Context: an optimization exercise on an open-source flow, tuned for small area. The choices shown serve that exercise and are no tape-out recipe. In this exercise RTL edits were held to simulation tests only and were not proved equivalent to the original. Power figures rest on the tool's default switching activity, not on a simulated workload.

== lane 1 ==
## Allocator
module Allocator
	#(parameter MODEL_ADDR_WIDTH=10, MODEL_DATA_WIDTH=18, MODEL_LOC_SIZE=1024,
					WEIGHT_ADDR_WIDTH=11, WEIGHT_DATA_WIDTH=9, WEIGHT_LOC_SIZE=2048,
					TENSOR_ADDR_WIDTH=9, TENSOR_DATA_WIDTH=36, TENSOR_LOC_SIZE=512)
	(input clk_11MHz, input resetn,
	output reg [7:0] N,
	output reg [7:0] M,
	output reg mm_ena,
	output mm_wea,
	output [MODEL_ADDR_WIDTH-1:0] mm_addra,
	output [MODEL_DATA_WIDTH-1:0] mm_dla,
	output wm_ena_0, wm_ena_1, wm_ena_2, wm_ena_3, wm_ena_4, wm_ena_5, wm_ena_6, wm_ena_7,
	output wm_wea_0, wm_wea_1, wm_wea_2, wm_wea_3, wm_wea_4, wm_wea_5, wm_wea_6, wm_wea_7,
	output [WEIGHT_ADDR_WIDTH-1:0] wm_addra_0,
	output [WEIGHT_ADDR_WIDTH-1:0] wm_addra_1,
	output [WEIGHT_ADDR_WIDTH-1:0] wm_addra_2,
	output [WEIGHT_ADDR_WIDTH-1:0] wm_addra_3,
	output [WEIGHT_ADDR_WIDTH-1:0] wm_addra_4,
	output [WEIGHT_ADDR_WIDTH-1:0] wm_addra_5,
	output [WEIGHT_ADDR_WIDTH-1:0] wm_addra_6,
	output [WEIGHT_ADDR_WIDTH-1:0] wm_addra_7,
	output [WEIGHT_DATA_WIDTH-1:0] wm_dla_0,
	output [WEIGHT_DATA_WIDTH-1:0] wm_dla_1,
	output [WEIGHT_DATA_WIDTH-1:0] wm_dla_2,
	output [WEIGHT_DATA_WIDTH-1:0] wm_dla_3,
	output [WEIGHT_DATA_WIDTH-1:0] wm_dla_4,
	output [WEIGHT_DATA_WIDTH-1:0] wm_dla_5,
	output [WEIGHT_DATA_WIDTH-1:0] wm_dla_6,
	output [WEIGHT_DATA_WIDTH-1:0] wm_dla_7,
	output reg tm_ena,
	output tm_wea,
	output [TENSOR_ADDR_WIDTH-1:0] tm_addra,
	output [TENSOR_DATA_WIDTH-1:0] tm_dla,
	input [7:0] RxData,
	input valid,
	output reg start_sig,
	output reg [3:0] StateLED
	);
For scale: about 750 cells after synthesis, roughly 120 flip-flops, roughly 6800 um2 of cells after synthesis.
==> flow/config.mk <==
export PLATFORM = sky130hd
export DESIGN_NAME = Allocator
export DESIGN_NICKNAME = Allocator
export VERILOG_FILES = /design/flow/design.v
export SDC_FILE = /design/flow/constraint.sdc
export NUM_CORES = 4
export LEC_CHECK = 0
export ABC_AREA = 1
export CAP_MARGIN = 20
export CORE_MARGIN = 2
export CORE_UTILIZATION = 70
export CTS_BUF_LIST = sky130_fd_sc_hd__clkbuf_4
export SLEW_MARGIN = 20
==> flow/constraint.sdc <==
create_clock -name core_clock -period 5.0 [get_ports {clk_11MHz}]
set_input_delay 1.0000 -clock core_clock [delete_from_list [all_inputs] [get_ports {clk_11MHz}]]
set_output_delay 1.0000 -clock core_clock [all_outputs]
set_load 0.01 [all_outputs]
standard.sh (not shown) runs the stock make flow with config.mk's settings and CLKGATE_MAP_FILE= SYNTH_SCRIPT=/design/flow/synth_recipe.tcl, a recipe that flattens the netlist after the stock synthesis.
==> flow/flow/run.sh <==
#!/bin/bash
# The standard layout (standard.sh) with three changes:
#  - synthesis maps the logic with ABC's area mapper (flow/abc_area_map.script)
#    and without Yosys's half/full-adder extraction; registers, the synth
#    options and the flatten/rename steps are the standard flow's own (synth_recipe.tcl)
#  - each port's buffer is the smallest buffer cell
#  - the clock tree uses clkbuf_4 and no dummy loads
set -euo pipefail
here=$PWD
export AREA_ABC_SCRIPT=$here/flow/abc_area_map.script
{
  cat <<'TCL'
# use the area script for the technology mapping call of synth.tcl
proc abc {args} {
  set i [lsearch -exact $args -script]
  if {$i >= 0} { lset args [expr {$i + 1}] $::env(AREA_ABC_SCRIPT) }
  yosys abc {*}$args
}
TCL
  cat synth_recipe.tcl
} > area_synth.tcl
sed -e "s#SYNTH_SCRIPT=[^ ]*#SYNTH_SCRIPT=$here/area_synth.tcl ADDER_MAP_FILE=#" standard.sh > area_standard.sh
grep -q "SYNTH_SCRIPT=$here/area_synth.tcl" area_standard.sh
export BUFFER_PORTS_ARGS="-buffer_cell sky130_fd_sc_hd__buf_1"
export CTS_ARGS="-repair_clock_nets -buf_list sky130_fd_sc_hd__clkbuf_4 -dont_use_dummy_load"
bash area_standard.sh > standard_flow.log 2>&1
==> flow/flow/abc_area_map.script <==
strash
balance
rewrite
refactor
balance
rewrite
rewrite -z
balance
refactor -z
rewrite -z
balance
dch -f
amap
topo
Lane 1 reached the end of the flow, and the finished layout is clean on the timing, DRC and antenna checks.
[inputs] lane 4 vs lane 1
-- flow/flow/run.sh --
<<< lane 1, line 25
export CTS_ARGS="-repair_clock_nets -buf_list sky130_fd_sc_hd__clkbuf_4 -dont_use_dummy_load"
>>> lane 4, line 25
export CTS_ARGS="-sink_clustering_enable -repair_clock_nets -buf_list sky130_fd_sc_hd__clkbuf_4 -dont_use_dummy_load"
## What came out
Total power came out exactly the same in lane 4 and lane 1. Taking lane 1 as the reference, in lane 4 measured slew at the worst slew-check pin stayed essentially flat, global-route track usage on met2 stayed essentially flat.

## port drivers added, routing unchanged
The flow's constraints put no driver on any port. The routed layouts listed below were extracted and timed again, unchanged, in two steps.
Step 1 (the two cells are an assumption about what drives the block):
set clk [get_ports {clk_11MHz}]
set_driving_cell -lib_cell sky130_fd_sc_hd__clkbuf_16 $clk
set_driving_cell -lib_cell sky130_fd_sc_hd__buf_2 [delete_from_list [all_inputs] $clk]
Step 2 moves the port delays by t, midway between the first and last clock arrival at a register: inputs arrive t later, outputs are due t later. That takes back most of the time a late clock gives input paths.
Slacks: ideal / step 1 / step 2; pairs: ideal / step 1.
run	t (ns)	slack for setup (ns)	worst setup path after step 2	latest minus earliest clock arrival (ns)	slew at the worst register clock pin (ns)
lane 1	0.522	0.386 / 0.386 / 0.386	register to register	0.038 / 0.039	0.11 / 0.11
lane 4	0.522	0.386 / 0.386 / 0.386	register to register	0.038 / 0.039	0.11 / 0.11
After both steps setup and hold are still met in every run listed.
